This is an optimization exercise on Yosys and OpenROAD, whose aim is small area, a short achievable clock period and few clock cycles per item, not a production implementation. In this exercise RTL edits were held to simulation tests only and were not proved equivalent to the original.

==> flow/design.v (outline; a module is shown in full before it is edited, if it fits) <==
// module dotproduct: 1546 lines
module dotproduct (
    input  logic         clk_i,
    input  logic         rst_ni,
    input  logic         start_i,
    input  logic [7:0]   nnz_i,
    input  logic [31:0]  a0_i, a1_i, a2_i, a3_i, a4_i,
                         a5_i, a6_i, a7_i, a8_i, a9_i,
    input  logic [31:0]  b0_i, b1_i, b2_i, b3_i, b4_i,
                         b5_i, b6_i, b7_i, b8_i, b9_i,
    input  logic [31:0]  c_i,
    output logic [63:0]  result_o,
    output logic         busy_o,
    output logic         result_valid_o,
    output logic [31:0]  cycle_count_o
);
  // ...
==> flow/run.sh <==
#!/bin/bash
# synth_recipe.tcl (not shown) runs the flow's synth.tcl, then flattens the netlist and writes it again
# the make line also repeats each setting of config.mk as NAME=value (left out here)
make -C /OpenROAD-flow-scripts/flow DESIGN_CONFIG=/design/flow/config.mk WORK_HOME=/design/flow/orfs CLKGATE_MAP_FILE= SYNTH_SCRIPT=/design/flow/synth_recipe.tcl finish
==> flow/config.mk <==
export PLATFORM = sky130hd
export DESIGN_NAME = dotproduct
export DESIGN_NICKNAME = dotproduct
export VERILOG_FILES = /design/flow/design.v
export SDC_FILE = /design/flow/constraint.sdc
export NUM_CORES = 4
export LEC_CHECK = 0
export ABC_AREA = 1
export CAP_MARGIN = 20
export CORE_MARGIN = 2
export CORE_UTILIZATION = 40
export SLEW_MARGIN = 20
==> flow/constraint.sdc <==
create_clock -name core_clock -period 15.0 [get_ports {clk_i}]
set_input_delay 3.0000 -clock core_clock [delete_from_list [all_inputs] [get_ports {clk_i}]]
set_output_delay 3.0000 -clock core_clock [all_outputs]
set_load 0.01 [all_outputs]
==> flow_summary.yaml, run 1 <==
clock_tree:
  htreeDepth: 4
  cts_sinks: 134
  cts_buffers: 17
  clock_tree.buffer_depth: 2
timing:
  tightest_slew_ps: 1220
  slew_violations: 0
  setup_tns_ps: 0
  setup_ws_ps: 8100
  hold_viol_final: 0
cells_and_area:
  final_cell_mix: "nand2_1 (916), clkdlybuf4s50_1 (752), inv_1 (531)"
  inv_count: 551
  multiInputGateArea_sq_mm: 0.0202
min_path:
  hold_start: "cnt_q[2]"
synth:
  synth_top_family_by_area: "simple AND/OR/NAND/NOR gates"
  synth_top_area_cell: "fa_1"
  synth-simple-area-share_pct: 23.9
worst_setup_path:
  critPathTopFamily: "adder cells"
  path_depth: 24
  critical_path_class: "flop to flop"
  reg2reg_depth: 24
routing:
  first_pass_iters: 6
  drcViolationCount: 0
grt:
  antenna_found_initial: 31
  grt_max_degree: 108
floorplanning:
  dieArea_sq_mm: 0.0673
  core_sq_mm: 0.0645
  dieWidth_microns: 259
status:
  outcome: "finished clean"
Testbench counts, summed over its fixed seeds: cycles 18,851, items 2,400.
==> inputs of run 2 (changes only) <==
--- a/flow/design.v
+++ b/flow/design.v
@@ -13,46 +13,46 @@
     output logic         result_valid_o,
     output logic [31:0]  cycle_count_o
 );
     logic        fvalid;      
     logic        fetching;    
     logic        flast;       
     logic        valid_q;
     logic [3:0]  cnt_q;       
-    logic [3:0]  idx;         
+    logic [9:0]  sel;         
     logic        ch;          
     logic [31:0] M;           
     logic [7:0]  bneg, bone, btwo;    
     logic        sh;          
     logic [63:0] acc;
     wire start_ok = start_i & ~fvalid;
     wire go       = start_ok | fetching;
     logic [31:0] A, B;
     always_comb begin
-        case (idx)
-            4'd0: begin A = a0_i; B = b0_i; end
-            4'd1: begin A = a1_i; B = b1_i; end
-            4'd2: begin A = a2_i; B = b2_i; end
-            4'd3: begin A = a3_i; B = b3_i; end
-            4'd4: begin A = a4_i; B = b4_i; end
-            4'd5: begin A = a5_i; B = b5_i; end
-            4'd6: begin A = a6_i; B = b6_i; end
-            4'd7: begin A = a7_i; B = b7_i; end
-            4'd8: begin A = a8_i; B = b8_i; end
-            default: begin A = a9_i; B = b9_i; end
-        endcase
+        A = ({32{sel[0]}} & a0_i) | ({32{sel[1]}} & a1_i) | ({32{sel[2]}} & a2_i) |
+            ({32{sel[3]}} & a3_i) | ({32{sel[4]}} & a4_i) | ({32{sel[5]}} & a5_i) |
+            ({32{sel[6]}} & a6_i) | ({32{sel[7]}} & a7_i) | ({32{sel[8]}} & a8_i) |
+            ({32{sel[9]}} & a9_i);
+        B = ({32{sel[0]}} & b0_i) | ({32{sel[1]}} & b1_i) | ({32{sel[2]}} & b2_i) |
+            ({32{sel[3]}} & b3_i) | ({32{sel[4]}} & b4_i) | ({32{sel[5]}} & b5_i) |
+            ({32{sel[6]}} & b6_i) | ({32{sel[7]}} & b7_i) | ({32{sel[8]}} & b8_i) |
+            ({32{sel[9]}} & b9_i);
+    end
+    logic [9:0] lastsel;
+    always_comb begin
+        for (int k = 0; k < 10; k++) lastsel[k] = (nnz_i == 8'(k + 1));
     end
     wire nA = (A[31:15] == {17{A[31]}});    
     wire nB = (B[31:15] == {17{B[31]}});
     wire two  = ~nA & ~nB;
     wire [31:0] X  = nB ? A : B;
     wire [16:0] Qn = ch ? A[31:15] : (nB ? {B[15:0], 1'b0} : {A[15:0], 1'b0});
     wire last_chunk = ~two | ch;
-    wire last_elem  = ({4'd0, idx} + 8'd1 == nnz_i);
+    wire last_elem  = |(sel & lastsel);
     wire last_job   = last_chunk & last_elem;
     always_ff @(posedge clk_i) begin
         M     <= X;
         for (int i = 0; i < 8; i++) begin
             bneg[i] <= go & Qn[2*i+2];
             bone[i] <= go & (Qn[2*i] ^ Qn[2*i+1]);
             btwo[i] <= go & ((Qn[2*i+2] & ~Qn[2*i+1] & ~Qn[2*i]) |
                              (~Qn[2*i+2] & Qn[2*i+1] & Qn[2*i]));
@@ -61,25 +61,25 @@
         flast <= last_job;
     end
     always_ff @(posedge clk_i or negedge rst_ni) begin
         if (!rst_ni) begin
             fvalid   <= 1'b0;
             fetching <= 1'b0;
             valid_q  <= 1'b0;
             cnt_q    <= 4'd0;
-            idx      <= 4'd0;
+            sel      <= 10'd1;
             ch       <= 1'b0;
         end else begin
             fvalid   <= go;
             fetching <= go & ~last_job;
             if (go) begin
                 if (last_chunk) begin
                     ch  <= 1'b0;
-                    idx <= last_elem ? 4'd0 : idx + 4'd1;
+                    sel <= last_elem ? 10'd1 : {sel[8:0], 1'b0};
                 end else begin
                     ch  <= 1'b1;
                 end
             end
             if (start_ok) begin
                 valid_q <= 1'b0;
                 cnt_q   <= nnz_i[3:0];
             end else if (fvalid & flast) begin
@@ -1527,20 +1527,40 @@
     assign fs709 = acc[61] ^ ms521 ^ mc584;
     assign fc710 = (acc[61] & ms521) | (acc[61] & mc584) | (ms521 & mc584);
     assign fs711 = acc[62] ^ ms522 ^ mc585;
     assign fc712 = (acc[62] & ms522) | (acc[62] & mc585) | (ms522 & mc585);
     assign fs713 = acc[63] ^ ms523 ^ mc586;
     assign fc714 = (acc[63] & ms523) | (acc[63] & mc586) | (ms523 & mc586);
     assign fsum = {fs713, fs711, fs709, fs707, fs705, fs703, fs701, fs699, fs697, fs695, fs693, fs691, fs689, fs687, fs685, fs683, fs681, fs679, fs677, fs675, fs673, fs671, fs669, fs667, fs665, fs663, fs661, fs659, fs657, fs655, fs653, fs651, fs649, fs647, fs645, fs643, fs641, fs639, fs637, fs635, fs633, fs631, fs629, fs627, fs625, fs623, fs621, fs619, fs617, fs615, fs613, fs611, fs609, fs607, fs605, fs603, fs601, fs599, fs597, fs595, fs593, fs591, fs589, fs587};
     assign fcar = {fc712, fc710, fc708, fc706, fc704, fc702, fc700, fc698, fc696, fc694, fc692, fc690, fc688, fc686, fc684, fc682, fc680, fc678, fc676, fc674, fc672, fc670, fc668, fc666, fc664, fc662, fc660, fc658, fc656, fc654, fc652, fc650, fc648, fc646, fc644, fc642, fc640, fc638, fc636, fc634, fc632, fc630, fc628, fc626, fc624, fc622, fc620, fc618, fc616, fc614, fc612, fc610, fc608, fc606, fc604, fc602, fc600, fc598, fc596, fc594, fc592, fc590, fc588, mc524};
-    wire [63:0] acc_next = fsum + fcar;
+    localparam int BW = 8;
+    localparam int NB = 64 / BW;
+    logic [NB-2:0] bc;
+    logic [63:0]   bcw;
+    logic [63:0]   acc_next;
+    logic [NB-2:0] bc_next;
+    always_comb begin
+        bcw = 64'd0;
+        for (int k = 1; k < NB; k++) bcw[k*BW] = bc[k-1];
+    end
+    assign {bc_next[0], acc_next[BW-1:0]} = {1'b0, fsum[BW-1:0]} + {1'b0, fcar[BW-1:0]};
+    for (genvar k = 1; k < NB; k++) begin : g_blk
+        wire [BW+1:0] t = {1'b0, fsum[k*BW +: BW], 1'b1} + {1'b0, fcar[k*BW +: BW], bc[k-1]};
+        assign acc_next[k*BW +: BW] = t[BW:1];
+        if (k < NB - 1) begin : g_co
+            assign bc_next[k] = t[BW+1];
+        end
+    end
     always_ff @(posedge clk_i) begin
-        if (start_ok)
+        if (start_ok) begin
             acc <= {{32{c_i[31]}}, c_i};
-        else
+            bc  <= '0;
+        end else begin
             acc <= acc_next;
+            bc  <= bc_next;
+        end
     end
-    assign result_o       = acc;
+    assign result_o       = acc + bcw;
     assign busy_o         = fvalid;
     assign result_valid_o = valid_q;
     assign cycle_count_o  = {28'd0, cnt_q};
 endmodule
==> flow/flow/run.sh (new file) <==
#!/bin/bash
set -o pipefail
export BUFFER_PORTS_ARGS="-buffer_cell sky130_fd_sc_hd__buf_1"
bash standard.sh SETUP_SLACK_MARGIN=8.5 finish > standard.log 2>&1
==> flow/standard.sh (new file) <==
#!/bin/bash
# synth_recipe.tcl (not shown) runs the flow's synth.tcl, then flattens the netlist and writes it again
# the make line also repeats each setting of config.mk as NAME=value (left out here)
make -C /OpenROAD-flow-scripts/flow DESIGN_CONFIG=/design/flow/config.mk WORK_HOME=/design/flow/orfs CLKGATE_MAP_FILE= SYNTH_SCRIPT=/design/flow/synth_recipe.tcl "${@:-finish}"
==> flow/config.mk (replaced) <==
export PLATFORM = sky130hd
export DESIGN_NAME = dotproduct
export DESIGN_NICKNAME = dotproduct
export VERILOG_FILES = /design/flow/design.v
export SDC_FILE = /design/flow/constraint.sdc
export NUM_CORES = 4
export LEC_CHECK = 0
export ABC_AREA = 1
export CAP_MARGIN = 20
export CORE_MARGIN = 2
export CORE_UTILIZATION = 65
export PLACE_DENSITY = 0.75
export SLEW_MARGIN = 20
removed: flow/run.sh
==> run 2 against run 1 <==
The run now fails in 3_2_place_iop. Synthesized cell count rose by 2.0%. Synthesized area grew 2.5%.
==> flow_summary.yaml, run 2 <==
synth:
  dominantRegCellSynth: "dfxtp_1"
  ys_warn_count: 1
  yosys-top-cells-count: "nand2_1 (1158), inv_1 (502), xor2_1 (323)"
  avgSynthCellArea_sq_um: 6.72
  yosys_register_bits: 147
  async_flop_share_pct: 12.2
  synth_cell_type_count: 55
  netlist_top_cells_area: "fa_1 (19%), nand2_1 (16%), xor2_1 (11%)"
  synth_most_common_cell: "nand2_1"
  synthCells: 3984
  synth_top_area_share_pct: 18.8
  synth_top_area_cell: "fa_1"
  syn_area_sq_mm: 0.0268
  synth-seq-area-share_pct: 11.3
  synth_edf_count: 0
floorplanning:
  dieWidth_microns: 207
  rows: 74
  fp.dieH_microns: 207
  start_util_pct: 65.7
status:
  outcome: "aborted with a tool error"
  haltStage: "3_2_place_iop"
  firstError: "[ERROR PPL-0024] Number of IO pins (781) exceeds maximum number of available positions (742). Increase the die perimeter from 827.68um to 1062.16um."
-- run 2: kinds of logic after synthesis --
kind of cell | share of synthesized area (%)
other | 0.0140
XOR/XNOR | 11.1
flip-flops | 11.3
AND/OR/NAND/NOR | 26.6
AO/OA/AOI/OAI | 14.1
adder cells (fa/ha/maj) | 24.1
buffers and inverters | 12.6
multiplexers | 0.150
Testbench counts of run 2, summed over its fixed seeds: cycles 18,851, items 2,400.
==> inputs of run 3 (changes only) <==
--- a/flow/config.mk
+++ b/flow/config.mk
@@ -10,4 +10,4 @@
 export CORE_MARGIN = 2
-export CORE_UTILIZATION = 65
-export PLACE_DENSITY = 0.75
+export CORE_UTILIZATION = 40
+export PLACE_DENSITY = 0.8
 export SLEW_MARGIN = 20
==> run 3 against run 2 <==
Now clean on timing, DRC and antenna. Synthesized area stayed put. Synthesized cell count stayed put.
==> flow_summary.yaml, run 3 <==
worst_setup_path:
  start_kind: "flop"
  end_kind: "flop"
  worstPathArrival_ps: 6570
  critical_path_class: "flop to flop"
  worstPathRequired_ps: 15290
  r2r_setup_slack_ps: 8720
  reg2reg_from: "btwo[3]"
  reg2reg_depth: 25
  r2r_end: "acc[63]"
  worstPathMaxFanout: 3
cells_and_area:
  n_fill_cell: 6982
  largest_reg_flops: 64
  drive_gt1_share_pct: 3.13
  layout_commonest_cell: "nand2_1"
  area_delta_synth_final_pct: 13.5
  top_regs: "acc x64, M x32, sel x10"
  largest-register: "acc"
  layout.nets: 5604
  final_cell_mix: "nand2_1 (1158), buf_1 (752), inv_1 (501)"
synth:
  syn_area_sq_mm: 0.0268
  ys_warn_count: 1
  yosys-top-cells-count: "nand2_1 (1158), inv_1 (502), xor2_1 (323)"
  synth-seq-area-share_pct: 11.3
  synthCells: 3984
  dominantRegCellSynth: "dfxtp_1"
  synth_cell_type_count: 55
  synth_top_area_cell: "fa_1"
  synth_edf_count: 0
  avgSynthCellArea_sq_um: 6.72
  netlist_top_cells_area: "fa_1 (19%), nand2_1 (16%), xor2_1 (11%)"
  synth_most_common_cell: "nand2_1"
  synth_top_area_share_pct: 18.8
  async_flop_share_pct: 12.2
  yosys_register_bits: 147
clock_tree:
  clock_tree.buffer_depth: 2
  hold_buffers: 0
  cts_sinks: 147
  clkTransAtPathRegs_ps: 60
  clk_latency_ps: 470
  post-cts-setup-buffers: 0
  cts_buffers: 17
  cts_tree: "built"
  cts_root_buf: "clkbuf_16"
  htreeDepth: 4
floorplanning:
  pin_count: 781
  core_sq_mm: 0.0660
  dieWidth_microns: 263
  dieArea_sq_mm: 0.0690
  start_util_pct: 40.6
  fp.dieH_microns: 263
  rows: 94
place:
  io_buffer_count: 752
  place_ws_ps: 8550
  dp_hpwl_mm: 108
  place_congestion: 1.03
grt:
  grtUsageTotal_pct: 37.8
  grt_max_degree: 95
  grt_overflow_total: 0
  grt_pass1_wl_mm: 194
  antenna_found_initial: 28
  grt_pass1_vias: 29100
timing:
  rsz0062_at_grt: "false"
  period_share_pct: 41.8
  setup_violations: 0
  slew_violations: 0
  slew_headroom_pct: 22.1
  min_period_ps: 6280
  finClkSkew_ps: 13.2
  hold_viol_final: 0
  setup_ws_ps: 8720
  setup_tns_ps: 0
  tightest_slew_ps: 1160
  fmax_mhz: 159
routing:
  drt-total-wl_mm: 135
  wl_per_cell_microns: 24.7
  drcViolationCount: 0
  drt-vias-per-instance: 5.69
  first_pass_iters: 8
  drt_iter0_markers: 4148
  dr_total_vias: 31000
  ant_nets: 0
min_path:
  hold_path_depth: 2
  hold_start: "cnt_q[3]"
  min_to: "cnt_q[3]"
  worstHoldPathType: "flop to flop"
status:
  outcome: "finished clean"
run:
  cap_violations: 0
-- run 3: cell counts after synthesis --
Identical to the previous run, type by type.
-- run 3: worst max-delay path by stage --
stage | startpoint | to | cells after the start
after floorplan | bneg[1] | acc[39] | 22
after global placement | b2_i[31] | sel[6] | 14
after detailed placement | b2_i[31] | sel[8] | 14
after CTS | bc[0] | result_o[62] | 13
after global routing | btwo[3] | acc[63] | 25
final | btwo[3] | acc[63] | 25
-- run 3: worst max-delay path, stage by stage (launching register included) --
cell and delay (ps):
dfxtp_1 400, o21ai_0 930, xor2_1 320, ha_1 210
inv_1 50, fa_1 530, inv_1 50, fa_1 500
inv_1 50, fa_1 450, or2_2 350, fa_1 510
inv_1 60, fa_1 380, nand2_1 80, inv_1 50
o21ai_0 160, nand2_1 90, nand2_1 90, nand2_1 60
a21oi_1 170, nor2_1 80, o21ai_0 230, nand2_1 70
o21ai_0 140, o21ai_0 80
-- run 3: metrics by stage --
stage	cells	hold slack [ps]	utilization (%)	cell area [sq um]
CTS	5432	513	45.9	30300
finish	5450	519	46.0	30400
global route	5447	538	46.0	30400
detailed placement	5400	498	45.0	29700
global placement	5400	471	45.0	29700
floorplan	4011	345	-	26900
-- run 3: area by class of cell --
type | instances | area (sq um) | area share (%)
multi-input cells | 3077 | 20500 | 67.4
repair buffers | 799 | 3180 | 10.5
flip-flops and latches | 147 | 3070 | 10.1
inverters | 513 | 1930 | 6.35
well taps | 864 | 1080 | 3.56
clock buffers | 23 | 488 | 1.61
clock inverters | 9 | 103 | 0.338
diodes | 17 | 42.5 | 0.140
repair inverters | 1 | 7.51 | 0.0247
-- run 3: cells by family after synthesis --
logic type	Yosys count	synth area share, %
multiplexers	4	0.150
buffers and inverters	787	12.6
AND/OR/NAND/NOR	1738	26.6
flip-flops	147	11.3
AO/OA/AOI/OAI	602	14.1
other	1	0.0140
adder cells (fa/ha/maj)	365	24.1
XOR/XNOR	340	11.1
-- run 3: timing repair --
action	CTS	global route
setup endpoints to repair	0	6
resized for setup	0	4
endpoints found under the hold margin	0	0
-- run 3: layer usage --
layer	track usage, %	routed length [microns]	up-vias
li1	-	-	13900
met1	48.1	51400	14400
met2	60.5	60500	2328
met3	8.76	15600	411
met4	17.6	7390	6
met5	0	33	-
==> inputs of run 4 (changes only) <==
--- a/flow/config.mk
+++ b/flow/config.mk
@@ -11,3 +11,2 @@
 export CORE_UTILIZATION = 40
-export PLACE_DENSITY = 0.8
 export SLEW_MARGIN = 20
==> run 4 against run 3 <==
Fmax is 0.40% lower. Clock-buffer cell count is 5 lower. Sequential share of layout area hardly changed. Critical path depth is 12 lower. Via count is 2.5% lower. Critical path type is now flop to primary output. Critical endpoint is now result_o[62].
==> flow_summary.yaml, run 4 <==
routing:
  ant_nets: 0
  wl_met2_mm: 61.7
  wl_met3_mm: 14.6
  drt_iter0_markers: 3481
  first_pass_iters: 6
  drt-vias-per-instance: 5.55
  wl_per_cell_microns: 26.1
  drcViolationCount: 0
  top_layer: "met5"
  wl_met1_mm: 57.6
  drt-total-wl_mm: 142
  dr_total_vias: 30200
clock_tree:
  cts_sinks: 147
  htreeDepth: 4
  hold_buffers: 0
  cts_root_buf: "clkbuf_16"
  cts_buffers: 17
  clkTransAtPathRegs_ps: 70
  clk_latency_ps: 490
  cts_tree: "built"
  clock_tree.buffer_depth: 2
synth:
  synth_edf_count: 0
  synth_cell_type_count: 55
  synth_top_area_share_pct: 18.8
  dominantRegCellSynth: "dfxtp_1"
  yosys-top-cells-count: "nand2_1 (1158), inv_1 (502), xor2_1 (323)"
  synth-seq-area-share_pct: 11.3
  avgSynthCellArea_sq_um: 6.72
  async_flop_share_pct: 12.2
  netlist_top_cells_area: "fa_1 (19%), nand2_1 (16%), xor2_1 (11%)"
  synthCells: 3984
  ys_warn_count: 1
  yosys_register_bits: 147
  synth_most_common_cell: "nand2_1"
  synth_top_area_cell: "fa_1"
  syn_area_sq_mm: 0.0268
worst_setup_path:
  worstPathArrival_ps: 3300
  reg2reg_from: "bneg[2]"
  worstPathMaxFanout: 5
  worstPathRequired_ps: 12000
  r2r_end: "acc[63]"
  start_kind: "flop"
  end_kind: "primary output"
  reg2reg_depth: 26
  r2r_setup_slack_ps: 8830
  critical_path_class: "flop to primary output"
grt:
  antenna_found_initial: 23
  grt_overflow_total: 0
  grt_pass1_vias: 29100
  grt_max_degree: 95
  grt_pass1_wl_mm: 202
  grtUsageTotal_pct: 40.3
cells_and_area:
  layout.nets: 5605
  layout_commonest_cell: "nand2_1"
  final_cell_mix: "nand2_1 (1157), buf_1 (752), inv_1 (501)"
  final-seq-area_sq_mm: 0.00307
  drive_gt1_share_pct: 3.15
  top_regs: "acc x64, M x32, sel x10"
  n_fill_cell: 7321
  largest_reg_flops: 64
  final_cells: 5450
  multiInputGateArea_sq_mm: 0.0205
  largest-register: "acc"
  area_delta_synth_final_pct: 13.4
timing:
  min_period_ps: 6300
  setup_tns_ps: 0
  tightest_slew_ps: 1070
  setup_ws_ps: 8700
  fmax_mhz: 159
  setup_violations: 0
  slew_violations: 0
  slew_headroom_pct: 28.3
  holdWs_ps: 499
  finClkSkew_ps: 10.9
  period_share_pct: 42.0
  rsz0062_at_grt: "false"
  hold_viol_final: 0
min_path:
  min_to: "cnt_q[1]"
  hold_start: "cnt_q[1]"
  worstHoldPathType: "flop to flop"
  hold_path_depth: 2
floorplanning:
  rows: 94
  dieArea_sq_mm: 0.0690
  pin_count: 781
  fp.dieH_microns: 263
  start_util_pct: 40.6
  core_sq_mm: 0.0660
  dieWidth_microns: 263
place:
  placed_cells: 5402
  dp_hpwl_mm: 116
  place_congestion: 1.01
  io_buffer_count: 752
  place_ws_ps: 8680
run:
  cap_violations: 0
status:
  outcome: "finished clean"
## run 4: changes by cell type in the layout (fill, tap and decap cells not counted), sizes merged
cell | before | now
clkbuf | 23 | 18
clkinvlp | 3 | 6
inv | 511 | 514
buf | 799 | 801
bufinv | 2 | 1
clkinv | 7 | 6
diode | 17 | 16
## run 4: worst max-delay path, cell delays in order, from the launching register on
cell and delay (ps):
dfxtp_1 390, ha_1 190, ha_1 190, nand2_1 60, nor2_1 190, nand2_1 130, o21ai_2 340, inv_1 120
o21ai_1 360, nand3_1 130, o2111ai_1 190, nand4_1 160, xor2_1 150, buf_1 200
## run 4: per-stage QoR
stage / cell area (sq um) / util, %
floorplan: 26900 / -
global placement: 29700 / 45.1
detailed placement: 29700 / 45.1
CTS: 30300 / 45.9
global route: 30300 / 46.0
finish: 30400 / 46.0
## run 4: metal layers
metal  vias up  GRT usage [%]
met5         -              0
met2      1841           62.0
met1     14300           52.4
met3       298           8.96
met4        10           22.0
li1      13800              -
## run 4: area by class of cell
class / count / area share (%)
sequential: 147 / 10.1
clock inverter: 14 / 0.429
multi-input combinational: 3077 / 67.5
tap: 864 / 3.56
inverter: 513 / 6.34
clock buffer: 18 / 1.45
timing repair buffer: 801 / 10.5
antenna: 16 / 0.132
## run 4: repair_timing
item | in CTS | in global routing
setup buffers | 0 | 0
gates resized for setup | 0 | 3
setup endpoints to repair | 0 | 4
## run 4: worst max path at each step
| stage | slack (ps) | end | depth (start not counted) | startpoint |
|---|---|---|---|---|
| floorplan | 9490 | acc[39] | 22 | bneg[1] |
| global route | 8510 | result_o[62] | 13 | bc[0] |
| CTS | 8520 | result_o[62] | 13 | bc[0] |
| finish | 8700 | result_o[62] | 13 | bc[0] |
| detailed placement | 8680 | sel[6] | 15 | b4_i[27] |
| global placement | 8700 | sel[3] | 15 | b4_i[27] |
## run 4: cell families (layout without fill, tap and decap cells)
logic type	Yosys count	count (layout)	synth area share, %
flops	147	147	11.3
fa+ha+maj	365	365	24.1
buf+inv	787	1346	12.6
other cells	1	44	0.0140
simple gates	1738	1738	26.6
mux	4	4	0.150
xor+xnor	340	340	11.1
compound gates	602	602	14.1
==> inputs of run 5 (changes only) <==
==> flow/flow/run.sh (replaced) <==
#!/bin/bash
set -o pipefail
export BUFFER_PORTS_ARGS="-buffer_cell sky130_fd_sc_hd__buf_1"
bash standard.sh SETUP_SLACK_MARGIN=9.0 finish > standard.log 2>&1
==> run 5 against run 4 <==
Register-to-register slack better by 380 ps. Core utilization grew 1.6 points. Sequential share of layout area down 0.32 points. Global-route usage barely moved. Non-clock buffer count rose by 80. Worst hold slack got worse by 3.7 ps.
==> flow_summary.yaml, run 5 <==
place:
  place_congestion: 1.01
  dp_hpwl_mm: 116
  io_buffer_count: 752
synth:
  async_flop_share_pct: 12.2
  dominantRegCellSynth: "dfxtp_1"
  yosys_register_bits: 147
  yosys-top-cells-count: "nand2_1 (1158), inv_1 (502), xor2_1 (323)"
  netlist_top_cells_area: "fa_1 (19%), nand2_1 (16%), xor2_1 (11%)"
  synth_top_area_cell: "fa_1"
  synth_edf_count: 0
  ys_warn_count: 1
  syn_area_sq_mm: 0.0268
  synth_most_common_cell: "nand2_1"
  synth_top_area_share_pct: 18.8
  synth_cell_type_count: 55
  avgSynthCellArea_sq_um: 6.72
  synthCells: 3984
  synth-seq-area-share_pct: 11.3
floorplanning:
  dieArea_sq_mm: 0.0690
  rows: 94
  dieWidth_microns: 263
  core_sq_mm: 0.0660
  pin_count: 781
  start_util_pct: 40.6
  fp.dieH_microns: 263
status:
  outcome: "finished clean"
routing:
  drt_iter0_markers: 3698
  drt-vias-per-instance: 5.54
  wl_per_cell_microns: 25.9
  drcViolationCount: 0
  drt-total-wl_mm: 143
  ant_nets: 0
  first_pass_iters: 5
  dr_total_vias: 30600
timing:
  min_period_ps: 5890
  slew_headroom_pct: 24.8
  period_share_pct: 39.3
  hold_viol_final: 0
  slew_violations: 0
  setup_tns_ps: 0
  finClkSkew_ps: 10.7
  tightest_slew_ps: 1130
  rsz0062_at_grt: "true"
  setup_violations: 0
  fmax_mhz: 170
worst_setup_path:
  worstPathArrival_ps: 2890
  end_kind: "primary output"
  crit_start: "bc[0]"
  critPathSlowestCell: "dfxtp_2"
  path_depth: 12
  reg2reg_from: "bone[3]"
  cp_cell_sequence: "ha_1 > ha_1 > nand2_1 > nor2_2 > nand2_1 > o21ai_4 > buf_4 > a21oi_1 > o21ai_1 > nand3_1 > xor2_1 > buf_1"
  reg2reg_depth: 26
  r2r_setup_slack_ps: 9210
  crit_buf_inv: 2
  critical_path_class: "flop to primary output"
  critPathTopFamily: "compound AO/OA/AOI/OAI gates"
  slowest_delay_ps: 370
  worstPathMaxFanout: 4
  r2r_end: "acc[47]"
  endpoint: "result_o[48]"
  worstPathRequired_ps: 12000
  start_kind: "flop"
run:
  cap_violations: 0
cells_and_area:
  largest_reg_flops: 64
  drive_gt1_share_pct: 5.96
  area_delta_synth_final_pct: 17.3
  final_cell_mix: "nand2_1 (1157), buf_1 (750), inv_1 (475)"
  layout_commonest_cell: "nand2_1"
  top_regs: "acc x64, M x32, sel x10"
  largest-register: "acc"
  layout.nets: 5685
grt:
  grt_pass1_vias: 29100
  grt_max_degree: 95
  grt_pass1_wl_mm: 202
  grt_overflow_total: 0
  antenna_found_initial: 23
  grtUsageTotal_pct: 40.3
clock_tree:
  hold_buffers: 0
  cts_root_buf: "clkbuf_16"
  clock_tree.buffer_depth: 2
  cts_sinks: 147
  cts_tree: "built"
  clk_latency_ps: 490
  htreeDepth: 4
  cts_buffers: 17
  clkTransAtPathRegs_ps: 70
min_path:
  worstHoldPathType: "flop to flop"
-- run 5: through the flow --
stage               worst slack [ps]  hold slack (ps)  cells  util, %  area, sq um
floorplan                       9490              345   4011        -        26900
global placement                8700              475   5402     45.1        29700
detailed placement              8680              483   5402     45.1        29700
CTS                             9000              500   5435     46.0        30400
global route                    8870              525   5526     47.6        31400
finish                          9110              496   5526     47.6        31400
-- run 5: metal layers --
layer,vias to the layer above,share of wire [%],GRT usage (%)
li1,14000,-,-
met1,14400,41,52.6
met2,1858,43,62.3
met3,327,9.9,8.85
met4,16,6.0,21.2
met5,-,0.073,0
-- run 5: cell families after synthesis --
kind of cell	Yosys count	synth area share, %
simple gates	1738	26.6
compound gates	602	14.1
mux	4	0.150
other cells	1	0.0140
fa+ha+maj	365	24.1
buf+inv	787	12.6
flops	147	11.3
xor+xnor	340	11.1
-- run 5: cell type report --
| type | count | area (sq um) |
|---|---|---|
| Antenna cell | 12 | 30.0 |
| Clock buffer | 18 | 439 |
| Clock inverter | 14 | 130 |
| Fill cell | 7254 | 34600 |
| Inverter | 513 | 2030 |
| Multi-Input combinational cell | 3077 | 20600 |
| Sequential cell | 147 | 3070 |
| Tap cell | 864 | 1080 |
| Timing Repair Buffer | 881 | 3990 |
-- run 5: how the worst min path moves through the flow --
stage              from  endpoint  slack (ps)  cells after the start
3_5_place_dp   cnt_q[1]  cnt_q[1]         480                      2
3_3_place_gp   cnt_q[0]  cnt_q[0]         470                      2
6_report       cnt_q[1]  cnt_q[1]         500                      2
2_1_floorplan        ch        sh         350                      0
4_1_cts        cnt_q[1]  cnt_q[1]         500                      2
5_1_grt        cnt_q[3]  cnt_q[3]         520                      2
-- run 5: worst register-to-register path: cells and delay by family (launching register included) --
family | cells | cell delay [ps]
adders and majority gates | 6 | 2830
and+or+nand+nor | 8 | 620
AOI/OAI and AO/OA | 6 | 1020
DFF | 1 | 430
xor gates and xnor gates | 1 | 200
buffers and inverters | 5 | 550
-- run 5: repair_timing --
action	CTS	global route
gates cloned	0	1
setup buffers	1	78
pin swaps	1	3
setup endpoints to repair	19	41
resized for setup	19	70
==> inputs of run 6 (changes only) <==
--- a/flow/config.mk
+++ b/flow/config.mk
@@ -11,2 +11,3 @@
 export CORE_UTILIZATION = 40
+export CTS_BUF_LIST = sky130_fd_sc_hd__clkbuf_4 sky130_fd_sc_hd__clkbuf_8
 export SLEW_MARGIN = 20
==> run 6 against run 5 <==
Non-clock buffer count grew 2. Critical path depth grew 1. Clock skew grew 4.2 ps. Critical path type unchanged. Critical endpoint is now result_o[62].
==> flow_summary.yaml, run 6 <==
status:
  outcome: "finished clean"
synth:
  synth_most_common_cell: "nand2_1"
  synthAdderAreaFrac_pct: 24.1
  synth-simple-area-share_pct: 26.6
  syn_area_sq_mm: 0.0268
  ys_warn_count: 1
  synth_compound_area_share_pct: 14.1
  synth_top_area_cell: "fa_1"
  synth-xor-area-share_pct: 11.1
  muxShareOfSynthArea_pct: 0.150
  netlist_top_cells_area: "fa_1 (19%), nand2_1 (16%), xor2_1 (11%)"
  avgSynthCellArea_sq_um: 6.72
  async_flop_share_pct: 12.2
  synth_top_family_by_area: "simple AND/OR/NAND/NOR gates"
  yosys-top-cells-count: "nand2_1 (1158), inv_1 (502), xor2_1 (323)"
  yosys_register_bits: 147
  synth_edf_count: 0
  synth-seq-area-share_pct: 11.3
  synthCells: 3984
  dominantRegCellSynth: "dfxtp_1"
  synth_top_area_share_pct: 18.8
  synth_cell_type_count: 55
cells_and_area:
  final_area_sq_mm: 0.0313
  top_regs: "acc x64, M x32, sel x10"
  final_cell_mix: "nand2_1 (1154), buf_1 (750), inv_1 (472)"
  largest_reg_flops: 64
  area_delta_synth_final_pct: 17.0
  largest-register: "acc"
  layout_commonest_cell: "nand2_1"
  final_core_util_pct: 47.5
  layout.nets: 5687
  drive_gt1_share_pct: 6.23
floorplanning:
  dieWidth_microns: 263
  fp.dieH_microns: 263
  rows: 94
  start_util_pct: 40.6
  dieArea_sq_mm: 0.0690
  pin_count: 781
  core_sq_mm: 0.0660
worst_setup_path:
  crit_buf_inv: 2
  path_depth: 13
  worstPathRequired_ps: 12000
  cp_cell_sequence: "ha_1 > ha_1 > nand2_1 > nor2_2 > nand2_2 > o21ai_4 > inv_2 > o21ai_4 > nand3_1 > o2111ai_2 > nand4_1 > xor2_1 > buf_2"
  critPathSlowestCell: "dfxtp_2"
  slowest_delay_ps: 370
  worstPathArrival_ps: 2880
  end_kind: "primary output"
  r2r_end: "acc[31]"
  critPathTopFamily: "simple AND/OR/NAND/NOR gates"
  start_kind: "flop"
  r2r_setup_slack_ps: 9170
  critical_path_class: "flop to primary output"
  worstPathMaxFanout: 5
  endpoint: "result_o[62]"
  reg2reg_from: "btwo[2]"
  crit_start: "bc[0]"
  reg2reg_depth: 25
clock_tree:
  hold_buffers: 0
  clk_latency_ps: 550
  cts_tree: "built"
  clock_tree.buffer_depth: 2
  clkTransAtPathRegs_ps: 100
  cts_buffers: 17
  cts_root_buf: "clkbuf_8"
  cts_sinks: 147
  htreeDepth: 4
routing:
  ant_nets: 0
  wl_per_cell_microns: 25.9
  drcViolationCount: 0
  dr_total_vias: 30800
  drt_iter0_markers: 3546
  drt-vias-per-instance: 5.56
  drt-total-wl_mm: 143
  first_pass_iters: 6
place:
  place_area_sq_mm: 0.0297
  dp_hpwl_mm: 116
  io_buffer_count: 752
  place_congestion: 1.01
timing:
  finClkSkew_ps: 14.9
  setup_tns_ps: 0
  fmax_mhz: 170
  tightest_slew_ps: 1100
  holdWs_ps: 508
  slew_headroom_pct: 26.6
  slew_violations: 0
  period_share_pct: 39.2
  min_period_ps: 5880
  hold_viol_final: 0
  setup_violations: 0
  rsz0062_at_grt: "true"
grt:
  grtUsageTotal_pct: 40.2
  grt_pass1_vias: 29100
  antenna_found_initial: 22
  grt_overflow_total: 0
  grt_max_degree: 95
  grt_pass1_wl_mm: 202
min_path:
  hold_path_depth: 2
  worstHoldPathType: "flop to flop"
run:
  cap_violations: 0
[run 6: through the flow]
| stage | std cells | setup WS (ps) |
|---|---|---|
| 6_report | 5533 | 9120 |
| 3_3_place_gp | 5402 | 8700 |
| 2_1_floorplan | 4011 | 9490 |
| 3_5_place_dp | 5402 | 8680 |
| 5_1_grt | 5528 | 8880 |
| 4_1_cts | 5435 | 9000 |
[run 6: repair_timing]
item                                    4_1_cts  5_1_grt
cloned                                        0        1
endpoints found under the setup margin       24       43
pin swaps                                     1        2
resized for setup                            22       80
endpoints found under the hold margin         0        0
setup buffers                                 1       80
[run 6: final cells by class]
type                       count  area, sq um
fill                        7272        34700
multi-input combinational   3077        20600
timing repair buffer         883         4050
sequential                   147         3070
inverter                     513         2040
tap                          864         1080
clock buffer                  18          248
clock inverter                14          130
antenna                       17         42.5
[run 6: cells by family (layout without fill, tap and decap cells)]
logic type                 count (synthesis)  count (layout)
muxes                                      4               4
xor gates and xnor gates                 340             340
AOI/OAI and AO/OA                        602             602
other                                      1              45
DFF                                      147             147
adders and majority gates                365             365
and+or+nand+nor                         1738            1738
buffers and inverters                    787            1428
[run 6: worst min path at each step]
| stage | start | endpoint | slack (ps) |
|---|---|---|---|
| after CTS | cnt_q[1] | cnt_q[1] | 510 |
| final | cnt_q[1] | cnt_q[1] | 510 |
| after detailed placement | cnt_q[1] | cnt_q[1] | 480 |
| after global placement | cnt_q[0] | cnt_q[0] | 470 |
| after floorplan | ch | sh | 350 |
| after global routing | cnt_q[3] | cnt_q[3] | 530 |
[run 6: layer usage]
metal,share of wire [%],global-route usage [%],wire length [microns]
met1,40,52.5,57700
met2,43,62.0,61700
met3,10,8.83,14600
met4,6.3,21.9,9000
met5,0.043,0,62
[run 6: worst min-delay path, stage by stage, from the launching register on]
cell	delay, ps
dfrtp_1	370
nand2_1	50
o21ai_0	60
==> inputs of run 7 (changes only) <==
--- a/flow/config.mk
+++ b/flow/config.mk
@@ -12,2 +12,3 @@
 export CTS_BUF_LIST = sky130_fd_sc_hd__clkbuf_4 sky130_fd_sc_hd__clkbuf_8
+export GPL_TIMING_DRIVEN = 1
 export SLEW_MARGIN = 20
==> run 7 against run 6 <==
Still clean on timing, DRC and antenna. Fmax unchanged. Die area stayed put. Sequential cell count did not move. Worst hold slack unchanged. Register-to-register slack hardly changed. Synthesized cell count unchanged. Critical endpoint unchanged.
==> flow_summary.yaml, run 7 <==
status:
  outcome: "finished clean"
run:
  cap_violations: 0
place:
  placed_cells: 5402
  io_buffer_count: 752
  place_congestion: 1.01
  place_ws_ps: 8680
  dp_hpwl_mm: 116
floorplanning:
  core_sq_mm: 0.0660
  start_util_pct: 40.6
  pin_count: 781
  dieArea_sq_mm: 0.0690
  rows: 94
  fp.dieH_microns: 263
  dieWidth_microns: 263
cells_and_area:
  n_fill_cell: 7272
  largest_reg_flops: 64
  layout.nets: 5687
  final_cell_mix: "nand2_1 (1154), buf_1 (750), inv_1 (472)"
  final_cells: 5533
  largest-register: "acc"
  layout_commonest_cell: "nand2_1"
  top_regs: "acc x64, M x32, sel x10"
  drive_gt1_share_pct: 6.23
  area_delta_synth_final_pct: 17.0
routing:
  dr_total_vias: 30800
  ant_nets: 0
  first_pass_iters: 6
  drt-vias-per-instance: 5.56
  drt-total-wl_mm: 143
  drcViolationCount: 0
  wl_per_cell_microns: 25.9
  drt_iter0_markers: 3546
grt:
  antenna_found_initial: 22
  grt_pass1_wl_mm: 202
  grt_pass1_vias: 29100
  grtUsageTotal_pct: 40.2
  grt_overflow_total: 0
  grt_max_degree: 95
worst_setup_path:
  critical_path_class: "flop to primary output"
  worstPathArrival_ps: 2880
  critPathSlowestCell: "dfxtp_2"
  cp_cell_sequence: "ha_1 > ha_1 > nand2_1 > nor2_2 > nand2_2 > o21ai_4 > inv_2 > o21ai_4 > nand3_1 > o2111ai_2 > nand4_1 > xor2_1 > buf_2"
  worstPathRequired_ps: 12000
  worstPathMaxFanout: 5
  r2r_setup_slack_ps: 9170
  end_kind: "primary output"
  start_kind: "flop"
  critPathTopFamily: "simple AND/OR/NAND/NOR gates"
  crit_buf_inv: 2
  slowest_delay_ps: 370
timing:
  hold_viol_final: 0
  slew_headroom_pct: 26.6
  rsz0062_at_grt: "true"
  setup_violations: 0
  setup_tns_ps: 0
  setup_ws_ps: 9120
  slew_violations: 0
  fmax_mhz: 170
  tightest_slew_ps: 1100
  period_share_pct: 39.2
  min_period_ps: 5880
  finClkSkew_ps: 14.9
clock_tree:
  clkTransAtPathRegs_ps: 100
  htreeDepth: 4
  hold_buffers: 0
  cts_sinks: 147
  cts_root_buf: "clkbuf_8"
  cts_buffers: 17
  cts_tree: "built"
  clk_latency_ps: 550
  clock_tree.buffer_depth: 2
synth:
  dominantRegCellSynth: "dfxtp_1"
  async_flop_share_pct: 12.2
  yosys-top-cells-count: "nand2_1 (1158), inv_1 (502), xor2_1 (323)"
  synth-seq-area-share_pct: 11.3
  netlist_top_cells_area: "fa_1 (19%), nand2_1 (16%), xor2_1 (11%)"
  synth_top_area_cell: "fa_1"
  syn_area_sq_mm: 0.0268
  synthCells: 3984
  avgSynthCellArea_sq_um: 6.72
  synth_most_common_cell: "nand2_1"
  synth_cell_type_count: 55
  ys_warn_count: 1
  yosys_register_bits: 147
  synth_top_area_share_pct: 18.8
  synth_edf_count: 0
min_path:
  worstHoldPathType: "flop to flop"
run 7: cell counts in the layout (fill, tap and decap cells not counted):
No cell type changed its count.
run 7: worst register-to-register path, cell delays in order, from the launching register on:
cell and delay (ps):
dfxtp_1 340, inv_1 60, buf_4 390, o22ai_1 220, xor2_1 180, fa_1 530
fa_1 500, inv_1 50, fa_1 480, inv_1 50, fa_1 680, nand2_1 150
nand2_1 100, fa_1 410, ha_1 370, a21oi_1 160, nand2_1 80, nand2_1 90
nand2_1 60, a21oi_1 190, nor2_1 80, nor2_1 90, o21bai_1 80, or2_2 270
nand3_1 70, nand2_1 50
run 7: per-layer routing:
layer  vias up  track usage, %  share of wire, %
met1     14500            52.5                40
met2      1936            62.0                43
li1      14000               -                 -
met5         -               0             0.043
met4        10            21.9               6.3
met3       350            8.83                10
run 7: final cells by class:
type,instances,area [sq um],area share [%]
multi-input cells,3077,20600,65.9
repair buffers,883,4050,12.9
flip-flops and latches,147,3070,9.81
inverters,513,2040,6.51
well taps,864,1080,3.45
clock buffers,18,248,0.791
clock inverters,14,130,0.416
diodes,17,42.5,0.136
run 7: worst paths after layout:
kind,startpoint,end,depth (start not counted)
hold reg to reg,cnt_q[1],cnt_q[1],2
hold / removal,cnt_q[1],cnt_q[1],2
max in group asynchronous,rst_ni,sel[0],2
setup / recovery,bc[0],result_o[62],13
min in group asynchronous,rst_ni,cnt_q[0],2
setup reg to reg,btwo[2],acc[31],25
run 7: cell families (layout without fill, tap and decap cells):
family	Yosys count	after routing	share of synthesized area [%]
xor+xnor	340	340	11.1
fa+ha+maj	365	365	24.1
flops	147	147	11.3
other cells	1	45	0.0140
simple gates	1738	1738	26.6
mux	4	4	0.150
buf+inv	787	1428	12.6
compound gates	602	602	14.1
run 7: timing repair:
action / CTS / global route
hold endpoints to repair: 0 / 0
pin swaps: 1 / 2
endpoints found under the setup margin: 24 / 43
setup buffers: 1 / 80
gates cloned: 0 / 1
gates resized for setup: 22 / 80
run 7: stage by stage:
stage	utilization, %	cell area, sq um	hold WS, ps
after floorplan	-	26900	345
final	47.5	31300	508
after global routing	47.4	31300	532
after detailed placement	45.1	29700	483
after global placement	45.1	29700	475
after CTS	45.8	30200	507

-- afterwards: timing with drivers on the ports --
In the flow no input, the clock included, has a driving cell. The finished layouts below were timed again as built, in two steps.
Step 1 (the two cells are an assumption about what drives the block):
set clk [get_ports {clk_i}]
set_driving_cell -lib_cell sky130_fd_sc_hd__clkbuf_16 $clk
set_driving_cell -lib_cell sky130_fd_sc_hd__buf_2 [delete_from_list [all_inputs] $clk]
Step 2 moves the port delays by t, midway between the first and last clock arrival at a register: inputs arrive t later, outputs are due t later. That takes back most of the time a late clock gives input paths.
a / b / c = no drivers / after step 1 / after step 2; a / b = the first two.
run	t (ns)	setup slack, ns	worst hold slack (ns)	latest minus earliest clock arrival (ns)	worst slew at a driven data input, ns
run 1	0.560	8.100 / 8.100 / 8.100	0.495 / 0.495 / 0.495	0.026 / 0.026	0.25
run 3	0.526	8.724 / 8.665 / 8.343	0.519 / 0.519 / 0.519	0.014 / 0.013	0.23
run 4	0.542	8.699 / 8.639 / 8.587	0.499 / 0.499 / 0.499	0.011 / 0.011	0.22
run 5	0.548	9.109 / 9.045 / 8.823	0.496 / 0.496 / 0.496	0.012 / 0.012	0.23
run 6	0.597	9.124 / 9.068 / 8.818	0.508 / 0.508 / 0.508	0.015 / 0.016	0.23
run 7	0.597	9.124 / 9.068 / 8.818	0.508 / 0.508 / 0.508	0.015 / 0.016	0.23
After both steps every run listed still meets setup and hold. For run 3, which loses most, drivers alone change the setup slack by -0.059 ns; drivers and shift together by -0.381 ns.
